Context: an optimization exercise on an open-source flow, tuned for small area. The choices shown serve that exercise and are no tape-out recipe. Function was checked by simulation only, so behaviour that the tests miss may differ from the original. Power and IR drop assume default switching activity.

<file path="design/flow/run.sh">
#!/bin/bash
# synth_recipe.tcl (not shown) runs the flow's synth.tcl, then flattens the netlist and writes it again
# the make line also repeats each setting of config.mk as NAME=value (left out here)
make -C /OpenROAD-flow-scripts/flow DESIGN_CONFIG=/design/flow/config.mk WORK_HOME=/design/flow/orfs CLKGATE_MAP_FILE= SYNTH_SCRIPT=/design/flow/synth_recipe.tcl finish
</file>
<file path="design/flow/config.mk">
export PLATFORM = sky130hd
export DESIGN_NAME = I2C_Master_Top
export DESIGN_NICKNAME = I2C_Master_Top
export VERILOG_FILES = /design/flow/design.v
export SDC_FILE = /design/flow/constraint.sdc
export NUM_CORES = 4
export LEC_CHECK = 0
export CAP_MARGIN = 20
export CORE_MARGIN = 2
export CORE_UTILIZATION = 45
export SLEW_MARGIN = 20
</file>
<file path="design/flow/constraint.sdc">
create_clock -name core_clock -period 20.0 [get_ports {MAX10_CLK1_50}]
set_input_delay 4.0000 -clock core_clock [delete_from_list [all_inputs] [get_ports {MAX10_CLK1_50}]]
set_output_delay 4.0000 -clock core_clock [all_outputs]
set_load 0.01 [all_outputs]
</file>
<file path="design/flow/design.v">
module Decoder_7seg (output wire [6:0] out, input [3:0] in );
assign out = (in == 4'h0) ? 7'b1000000 :
				 (in == 4'h1) ? 7'b1111001 :
				 (in == 4'h2) ? 7'b0100100 :
				 (in == 4'h3) ? 7'b0110000 :
				 (in == 4'h4) ? 7'b0011001 :
				 (in == 4'h5) ? 7'b0010010 :
				 (in == 4'h6) ? 7'b0000010 :
				 (in == 4'h7) ? 7'b1111000 :
				 (in == 4'h8) ? 7'b0000000 :
				 (in == 4'h9) ? 7'b0010000 :
				 (in == 4'hA) ? 7'b0001000 :
				 (in == 4'hB) ? 7'b0000011 :
				 (in == 4'hC) ? 7'b1000110 :
				 (in == 4'hD) ? 7'b0100001 :
				 (in == 4'hE) ? 7'b0000110 :
				 (in == 4'hF) ? 7'b0001110 :
				 8'bXXXX_XXXX;
endmodule
module I2C_Master (
	input Clk,
	input Reset,				 
	input Start,				 
	input Write,				 
	input [1:0] Num_Bytes,	 
	input [6:0] Address,		 
	input [7:0] Register,	 
	output reg Buff_Next,	 
	output reg DV,				 
	output reg Busy,			 
	output reg I2C_SDA_OEn,	 
	output I2C_SDA_O,			 
	input I2C_SDA_I,			 
	output reg I2C_SCL_OEn,	 
	output I2C_SCL_O,			 
	input I2C_SCL_I,			 
	input [7:0] Data_Tx,		 
	output reg [7:0] Data_Rx		 
);
localparam STATE_IDLE 				= 8'd0;
localparam STATE_START 				= 8'd1;
localparam STATE_ADDRESS 			= 8'd2;
localparam STATE_RW 					= 8'd3;
localparam STATE_ACK_ADDR	 		= 8'd4;
localparam STATE_REGISTER		 	= 8'd5;
localparam STATE_ACK_REG	 		= 8'd6;
localparam STATE_WRITE		 		= 8'd7;
localparam STATE_ACK_WR		 		= 8'd8;
localparam STATE_READ				= 8'd9;
localparam STATE_ACK_R		 		= 8'd10;
localparam STATE_NACK	 			= 8'd11;
localparam STATE_STOP		 		= 8'd12;
reg [7:0] state;
reg [7:0] next_state;
reg ack;
reg write_reg;
reg [6:0] address_reg;
reg [7:0] register_reg;
reg [7:0] data_TX_reg;
reg [16:0] clock_count;
reg drive_pulse;
reg start_stop_pulse;
reg poll_pulse;
reg case_pulse;
reg [2:0] c_start;
reg [7:0] c_bit;
reg [7:0] c_byte;
assign I2C_SDA_O = 0;
assign I2C_SCL_O = 0;
always @ (posedge Clk) begin
	if(Reset)
		state <= STATE_IDLE;
	else if(case_pulse)
		state <= next_state;  
end
always @ (*) begin	
	case(state)  
		STATE_IDLE:
		begin	
			if(Start == 1)
				next_state = STATE_START;
			else
				next_state = STATE_IDLE;
		end
		STATE_START:
		begin
			next_state = STATE_ADDRESS;
		end
		STATE_ADDRESS:
		begin
			if (c_bit == 0)
				next_state = STATE_RW;
			else
				next_state = STATE_ADDRESS;
		end
		STATE_RW:
		begin
			next_state = STATE_ACK_ADDR;
		end
		STATE_ACK_ADDR:
		begin
			if (write_reg == 0 & c_start == 2)
				next_state = STATE_READ;
			else
				next_state = STATE_REGISTER;
		end
		STATE_REGISTER:
		begin
			if (c_bit == 0)
				next_state = STATE_ACK_REG;
			else
				next_state = STATE_REGISTER;
		end
		STATE_ACK_REG:
		begin
			if(write_reg == 0)
				next_state = STATE_START;
			else
				next_state = STATE_WRITE;
		end
		STATE_WRITE:
		begin
			if (c_bit == 0)
				next_state = STATE_ACK_WR;
			else 
				next_state = STATE_WRITE;
		end
		STATE_ACK_WR:
		begin
			if (c_byte == 0)
				next_state = STATE_STOP;
			else
				next_state = STATE_WRITE;
		end
		STATE_READ:
		begin
			if (c_bit == 0) begin
				if (c_byte == 1)  
					next_state = STATE_NACK;
				else
					next_state = STATE_ACK_R;
			end
			else
				next_state = STATE_READ;
		end
		STATE_ACK_R:
		begin
			next_state = STATE_READ;
		end
		STATE_NACK:
		begin
			next_state = STATE_STOP;
		end
		STATE_STOP:
		begin
			next_state = STATE_IDLE;
		end
		default: next_state = STATE_IDLE;
	endcase
end
always @ (posedge Clk) begin
	if(Reset) begin
		ack <= 0;
		Busy <= 0;
		DV <= 0;
		Buff_Next <= 0;
		c_start <= 0;
		c_bit <= 0;
		c_byte <= 0;
		write_reg <= 0;
		address_reg <= 0;
		register_reg <= 0;
		data_TX_reg <= 0;
		I2C_SDA_OEn <= 0;
	end
	else
	case(state)
		STATE_IDLE:
		begin
			ack <= 0;
			Busy <= 0;
			c_start <= 0;
			c_byte <= Num_Bytes;
			write_reg <= Write;
			address_reg <= Address;
			register_reg <= Register;	
			I2C_SDA_OEn <= 0; 
		end
		STATE_START:
		begin
			if(start_stop_pulse) begin	
				c_bit <= 7;
				c_start <= c_start + 1;
				I2C_SDA_OEn <= 1;
				Busy <= 1;
				ack <= 0;
			end
		end
		STATE_ADDRESS:
		begin
			if(drive_pulse) begin
				if(address_reg[c_bit-1])  
					I2C_SDA_OEn <= 0;  
				else
					I2C_SDA_OEn <= 1;  
				c_bit <= c_bit - 1;
			end
		end
		STATE_RW:
		begin
			if(drive_pulse) begin
				if(write_reg) begin
					I2C_SDA_OEn <= 1;  
					Buff_Next <= 1;
					data_TX_reg <= Data_Tx;
				end
				else begin
					if(c_start == 1)
						I2C_SDA_OEn <= 1;
					else
						I2C_SDA_OEn <= 0;  
				end
			end
		end
		STATE_ACK_ADDR:
		begin
			if(drive_pulse) begin
				I2C_SDA_OEn <= 0;  
				c_bit <= 8;
			end
			if(poll_pulse) begin
				ack <= I2C_SDA_I;  
			end
		end
		STATE_REGISTER:
		begin
			if(drive_pulse) begin
				if (register_reg[c_bit-1])  
					I2C_SDA_OEn <= 0;  
				else
					I2C_SDA_OEn <= 1;  
				c_bit <= c_bit - 1;
				ack <= 0;
			end
		end
		STATE_ACK_REG:
		begin
			if(drive_pulse) begin
				I2C_SDA_OEn <= 0;  
				c_bit <= 8;
			end
			if(poll_pulse) begin
				ack <= I2C_SDA_I;  
			end
		end
		STATE_WRITE:
		begin
			if(drive_pulse) begin
				if (data_TX_reg[c_bit-1])  
					I2C_SDA_OEn <= 0;  
				else
					I2C_SDA_OEn <= 1;  
				c_bit <= c_bit - 1;
				Buff_Next <= 0;
				ack <= 0;
			end
		end
		STATE_ACK_WR:
		begin
			if(drive_pulse) begin
				if(c_byte != 0) begin
					c_byte <= c_byte - 1;
					Buff_Next <= 1;
					data_TX_reg <= Data_Tx;
				end
				I2C_SDA_OEn <= 0;  
				c_bit <= 8;
			end
			if(poll_pulse) begin
				ack <= I2C_SDA_I;  
			end
		end
		STATE_READ:
		begin
			if(drive_pulse) begin
				I2C_SDA_OEn <= 0;  
				DV <= 0;  
			end
			if(poll_pulse) begin
				Data_Rx[c_bit-1] <= I2C_SDA_I;  
				c_bit <= c_bit - 1;
			end
		end
		STATE_ACK_R:
		begin
			if(drive_pulse) begin
				DV <= 1;
				I2C_SDA_OEn <= 1;
				c_bit <= 8;
				c_byte <= c_byte - 1;
			end
		end
		STATE_NACK:
		begin
			if(drive_pulse) begin
				DV <= 1;
				I2C_SDA_OEn <= 0;
				c_byte <= c_byte - 1;
			end
		end
		STATE_STOP:
		begin
			if(drive_pulse) begin
				Buff_Next <= 0;
				DV <= 0;
				I2C_SDA_OEn <= 1;
			end
			if(start_stop_pulse)
				I2C_SDA_OEn <= 0;
		end
	endcase
end
always @ (posedge Clk) begin
	if(Reset) begin
		clock_count <= 0;
		drive_pulse <= 0;
		poll_pulse <= 0;
		start_stop_pulse <= 0;
		case_pulse <= 0;
		I2C_SCL_OEn <= 0;
	end
	else begin
	if(clock_count == 500)
		clock_count <= 1;
	else
		clock_count <= clock_count+1;
	if(clock_count == 125) begin
		drive_pulse <= 1;
	end
	else if(clock_count == 250) begin
		poll_pulse <=1;
		I2C_SCL_OEn <= 0;
	end
	else if(clock_count == 375) begin
		start_stop_pulse <= 1;
	end
	else if(clock_count == 500) begin
		case_pulse <= 1;
		I2C_SCL_OEn <= 1;
	end
	else begin
		drive_pulse <= 0;
		poll_pulse <= 0;
		start_stop_pulse <= 0;
		case_pulse <= 0;
	end	
	end
end
endmodule
module I2C_Master_Top(
	input 		          		MAX10_CLK1_50,
	input 		          		RESET,
	output		     [6:0]		HEX0,
	output		     [6:0]		HEX1,
	output		     [6:0]		HEX2,
	output		     [6:0]		HEX3,
	output		     [6:0]		HEX4,
	output		          		SDA_OEN,
	input 		          		SDA_IN,
	output		          		SCL_OEN
);
reg start;
reg write;
reg [1:0] num_bytes;
reg [6:0] address;
reg [7:0] register;
wire fifo_read;
wire dv;
wire busy;
wire sda_oen;
wire sda_o;
wire sda_i;
wire scl_oen;
wire scl_o;
wire scl_i;
reg [7:0] data_tx;
wire [7:0] data_rx;
reg [15:0] data_rx_buffer;
reg [7:0] quotient_10k, quotient_1k, quotient_100, quotient_10;
reg [15:0] remainder_10k, remainder_1k;
reg [7:0] remainder_100, remainder_10;
reg [3:0] BCD_State;
reg [19:0] BCD;
reg [7:0] state;	
reg [31:0] count;
reg [1:0] fifo_read_posedge;
reg [1:0] dv_posedge;
assign SDA_OEN = sda_oen;
assign sda_i = SDA_IN;
assign SCL_OEN = scl_oen;
assign scl_i = 1'b1;
I2C_Master i2c_controller (.Clk(MAX10_CLK1_50), .Reset(RESET), .Start(start), .Write(write), .Num_Bytes(num_bytes), .Address(address), .Register(register), .Buff_Next(fifo_read), .DV(dv), .Busy(busy), 
					 .I2C_SDA_OEn(sda_oen), .I2C_SDA_O(sda_o), .I2C_SDA_I(sda_i), .I2C_SCL_OEn(scl_oen), .I2C_SCL_O(scl_o), .I2C_SCL_I(scl_i),
					 .Data_Tx(data_tx), .Data_Rx(data_rx));
Decoder_7seg decoder_1(.out(HEX0[6:0]), .in(BCD[3:0]));
Decoder_7seg decoder_2(.out(HEX1[6:0]), .in(BCD[7:4]));
Decoder_7seg decoder_3(.out(HEX2[6:0]), .in(BCD[11:8]));
Decoder_7seg decoder_4(.out(HEX3[6:0]), .in(BCD[15:12]));
Decoder_7seg decoder_5(.out(HEX4[6:0]), .in(BCD[19:16]));
localparam STATE_INIT_WRITE		= 8'd0;
localparam STATE_WRITE 				= 8'd1;
localparam STATE_INIT_READ			= 8'd2;
localparam STATE_READ 				= 8'd3;
localparam STATE_OUTPUT				= 8'd4;
localparam STATE_DELAY 				= 8'd5;
always @ (posedge MAX10_CLK1_50) begin
	if(RESET) begin
		start <= 0;
		write <= 1;
		num_bytes <= 2;
		address <= 7'h10;
		register <= 8'h0;
		data_tx <= 8'h0;
		data_rx_buffer <= 16'd0;
		BCD_State <= 0;
		BCD <= 20'd0;
		state <= STATE_INIT_WRITE;
		count <= 0;
	end
	else
	case(state)
		STATE_INIT_WRITE: begin
			start <= 1;
			address <= 7'h10;
			register <= 8'h0;
			num_bytes <= 2;
			BCD_State <= 1;
			if(busy)
				state <= STATE_WRITE;
		end
		STATE_WRITE: begin
			start <= 0;
			BCD_State <= 2;
			if(!fifo_read_posedge[1] && fifo_read_posedge[0])
				data_tx <= 8'h13;
			if(!busy)
				state <= STATE_INIT_READ;
		end
		STATE_INIT_READ: begin
			start <= 1;
			address <= 7'h10;
			register <= 8'h4;
			num_bytes <= 2;
			BCD_State <= 3;
			write <= 0;
			if(busy)
				state <= STATE_READ;
			count <= 4;
		end
		STATE_READ: begin
			start <= 0;
			BCD_State <= 4;
			if(!dv_posedge[1] && dv_posedge[0]) begin
				data_rx_buffer[15:8] <= data_rx;
				data_rx_buffer[7:0] <= data_rx_buffer[15:8];
			end
			if(!busy)
				state <= STATE_OUTPUT;
		end	
		STATE_OUTPUT: begin
			BCD_State <= 5;
			if (count == 0) begin
				BCD[19:16] <= quotient_10k; 
				BCD[15:12] <= quotient_1k;	
				BCD[11:8] <= quotient_100;
				BCD[7:4] <= quotient_10;
				BCD[3:0] <= remainder_10;
				state <= STATE_DELAY;
			end
			else begin
				quotient_10k <= data_rx_buffer/'d10000;  
				remainder_10k <= data_rx_buffer%'d10000;
				quotient_1k <= remainder_10k/'d1000;  
				remainder_1k <= remainder_10k%'d1000;
				quotient_100 <= remainder_1k/'d100;  
				remainder_100 <= remainder_1k%'d100;
				quotient_10 <= remainder_100/'d10; 
				remainder_10 <= remainder_100%'d10;
				count <= count-1;
			end
		end
		STATE_DELAY: begin
			BCD_State <= 6;
			if(count == 25000)
				state <= STATE_INIT_READ;
			else
				count <= count+1;
		end
		default: state <= STATE_INIT_WRITE;
	endcase
end
always @ (posedge MAX10_CLK1_50) begin
	if(RESET) begin
		fifo_read_posedge <= 2'b00;
		dv_posedge <= 2'b00;
	end
	else begin
	fifo_read_posedge[1] <= fifo_read_posedge[0];
	fifo_read_posedge[0] <= fifo_read;
	dv_posedge[1] <= dv_posedge[0];
	dv_posedge[0] <= dv;
	end
end
endmodule
</file>
==> qor.yml <==
timing:
  finalSetupTns_ns: 0
  setup_slack_ns: 11.46
  fmax_mhz: 117
  worst_pin_slew_ns: 0.846
  period_share: 0.427
  drv_slew: 0
  slew_headroom: 0.434
  post-route-min-period_ns: 8.54
  setup_violations: 0
  hold_viol: 0
  fin_skew_ns: 0.0117
  rsz0062_at_grt: "no"
global_route:
  antenna_found_initial: 0
  grt_pass1_wl_um: 59000
  grt_max_degree: 69
  grt_pass1_vias: 12500
  grt_use_total: 0.194
  overflow: 0
clocking:
  clockRootBuffer: "clkbuf_16"
  htreeDepth: 4
  clkTransAtPathRegs_ns: 0.07
  cts-resized-gates: 0
  cts.sinks: 198
  hold_buffers: 0
  cts_buffers: 17
  cts_tree: "yes"
  cts_buffer_depth: 2
  cts_setup_buffers: 0
  worstSkewPairLatency_ns: 0.44
detailed_routing:
  vias: 13800
  wl_per_cell_um: 14.5
  drtAntennaViolNets: 0
  drt_first_pass_iters: 5
  wirelength_um: 34500
  drc: 0
  vias_per_cell: 5.80
  drtIter0Drc: 828
die:
  coreArea_mm2: 0.0334
  die-area_mm2: 0.0354
  die_w_um: 188
  fp-row-count: 67
  pin_count: 40
  die-height_um: 188
  initial_utilization: 0.456
cells_and_area:
  final_core_util: 0.494
  drive_above_1_share: 0.0595
  final_nets: 1982
  syn2layout_area_growth_pct: 8.24
  top_regs: "count (32), BCD (19), i2c_controller.clock_count (17)"
  num_antenna_cells: 0
  stdcell_count: 2381
  largest_register_ffs: 32
  top_register: "count"
  fillers: 3239
yosys:
  synthMuxAreaShare: 0.0453
  synthTopCellsByArea: "dfxtp_1, edfxtp_1, a21oi_1"
  synth_top_family_by_area: "simple AND/OR/NAND/NOR gates"
  synth-xor-area-share: 0.0659
  async_flop_share: 0
  synth_edf_count: 67
  synth_top_area_share: 0.172
  yosysWarnings: 2
  synth_common_cells: "nor2_1, nand2_1, a21oi_1"
  yosys.area_share.adder: 0.0561
  synth-seq-area-share: 0.304
  synth_most_common_cell: "nor2_1"
  synth_area_mm2: 0.0153
  synth-simple-area-share: 0.251
  synth_compound_area_frac: 0.231
  postSynthAreaPerCell_um2: 7.82
  ys_seq_elements: 198
  synth_flop_cell: "dfxtp_1"
  synth.distinct_cells: 98
  syn_inst: 1952
  yosysTopAreaCell: "dfxtp_1"
placed_design:
  io_buffers: 39
  dp_hpwl_um: 24700
  dp_cells: 2349
  pre_cts_ws_ns: 11.60
  gp_congestion: 0.842
worst_hold_path:
  hold-path-cell-count: 0
  min_path_type: "reg -> reg"
setup_path:
  worst-r2r-cell-count: 25
  arrival_ns: 8.73
  setup.worst_path.class: "reg -> reg"
  crit_path_top_delay_cell: "edfxtp_1"
  cpPeakStageDelay_ns: 0.58
  startpoint_type: "flip-flop"
  crit_path_end_kind: "flip-flop"
  worstPathMaxFanout: 14
  worst-endpoint-required_ns: 20.19
power_and_ir_drop:
  p_leak_nw: 5.88
  vdd_drop_max_v: 0.0000541
  power.density_mw_per_mm2: 46.6
run:
  cap_viol_max_count: 0
run_status:
  status: "no timing/DRC/antenna violations"
[layout by cell type (no fill, tap or decap), types with 13 or more instances in the layout]
master           synthesis  final
nand2_1                193    193
buf_4                    1     14
mux2_2                  18     18
o31ai_1                 16     16
a21boi_0                13     13
a21oi_1                163    163
ha_1                    58     58
o21bai_1                13     13
and2_1                  23     23
o211ai_1                15     15
a211oi_1                19     18
dfxtp_1                131    131
nand3_1                 91     91
clkdlybuf4s50_1          0     38
a21o_1                  19     19
xor2_1                  38     38
nor2b_1                 22     22
a31oi_1                 35     35
nand4_1                 20     20
edfxtp_1                67     67
nor4_1                  27     26
or3_1                   22     22
nor2_1                 214    213
clkbuf_16                0     18
inv_1                   76     76
nand2b_1                30     30
o21ai_0                103    103
nor3_1                  63     62
xnor2_1                 75     75
mux2i_1                 46     46
and3_1                  26     26
[metal layers]
layer / track usage / vias to the layer above / wire (µm)
li1: - / 7073 / -
met1: 0.256 / 6455 / 16600
met2: 0.333 / 253 / 16600
met3: 0.0257 / 26 / 1040
met4: 0.0491 / 0 / 357
met5: 0 / - / 0
[report_power, final]
group | switching (mW) | internal [mW] | leakage [nW]
registers | 0.00112 | 0.413 | 1.64
logic | 0.00674 | 0.00242 | 3.95
clock network | 0.163 | 0.183 | 0.287
[metrics by stage]
stage / power [mW] / hold WS (ns) / instance area [µm²]
after floorplan: 0.430 / 0.400 / 15300
after global placement: 0.433 / 0.407 / 15900
after detailed placement: 0.433 / 0.417 / 15900
after CTS: 0.781 / 0.425 / 16500
after global routing: 0.798 / 0.430 / 16500
final: 0.770 / 0.416 / 16500
[path summary, 6_finish.rpt]
check	start	to	slack (ns)
max	remainder_1k[12]$_DFFE_PP_	remainder_100[6]$_DFFE_PP_	11.46
min	remainder_10k[0]$_DFFE_PP_	remainder_1k[0]$_DFFE_PP_	0.42
max reg2reg	remainder_1k[12]$_DFFE_PP_	remainder_100[6]$_DFFE_PP_	11.46
min reg2reg	remainder_10k[0]$_DFFE_PP_	remainder_1k[0]$_DFFE_PP_	0.42
[area by class of cell]
| class | count | area, µm² | area share |
|---|---|---|---|
| repair buffers | 52 | 485 | 0.0294 |
| inverters | 78 | 293 | 0.0177 |
| clock buffers | 19 | 454 | 0.0275 |
| flip-flops and latches | 198 | 4630 | 0.280 |
| clock inverters | 13 | 136 | 0.00825 |
| well taps | 448 | 561 | 0.0339 |
| multi-input cells | 1573 | 9960 | 0.603 |
[cell families (layout without fill, tap and decap cells)]
logic type / count (synthesis) / in the layout
buf+inv: 183 / 162
fa+ha+maj: 70 / 70
other cells: 1 / 3
compound gates: 532 / 532
simple gates: 788 / 788
mux: 66 / 66
flops: 198 / 198
xor+xnor: 114 / 114
[critical path: cells and delay by family (launching register included)]
| kind | cells | cell delay (ns) |
|---|---|---|
| buffers and inverters | 2 | 0.27 |
| DFF | 1 | 0.58 |
| adders and majority gates | 2 | 0.66 |
| AOI/OAI and AO/OA | 9 | 3.08 |
| and+or+nand+nor | 7 | 1.98 |
| xor gates and xnor gates | 2 | 0.47 |
| muxes | 3 | 1.25 |

==> what the ideal ports hide <==
How much do the figures lean on ideal ports? The routed layout below was timed once more, with nothing changed but the port constraints.
Step 1, drivers: a clkbuf_16 drives MAX10_CLK1_50 and a buf_2 each remaining input, both assumed.
Step 2 moves the port delays by t, midway between the first and last clock arrival at a register: inputs arrive t later, outputs are due t later. That takes back most of the time a late clock gives input paths.
Three values: ideal ports, drivers, drivers and shift; two values: the first two.
shift t [ns]: 0.480
setup slack, ns: 11.464 / 11.464 / 11.464
hold WS [ns]: 0.416 / 0.416 / 0.416
worst slew at a driven data input, ns: 0.03
cell pins on the clock port's net: 1
After both steps setup and hold are still met in this run. The setup slack of this run moves by 0.000 ns with the drivers and by 0.000 ns with both steps.
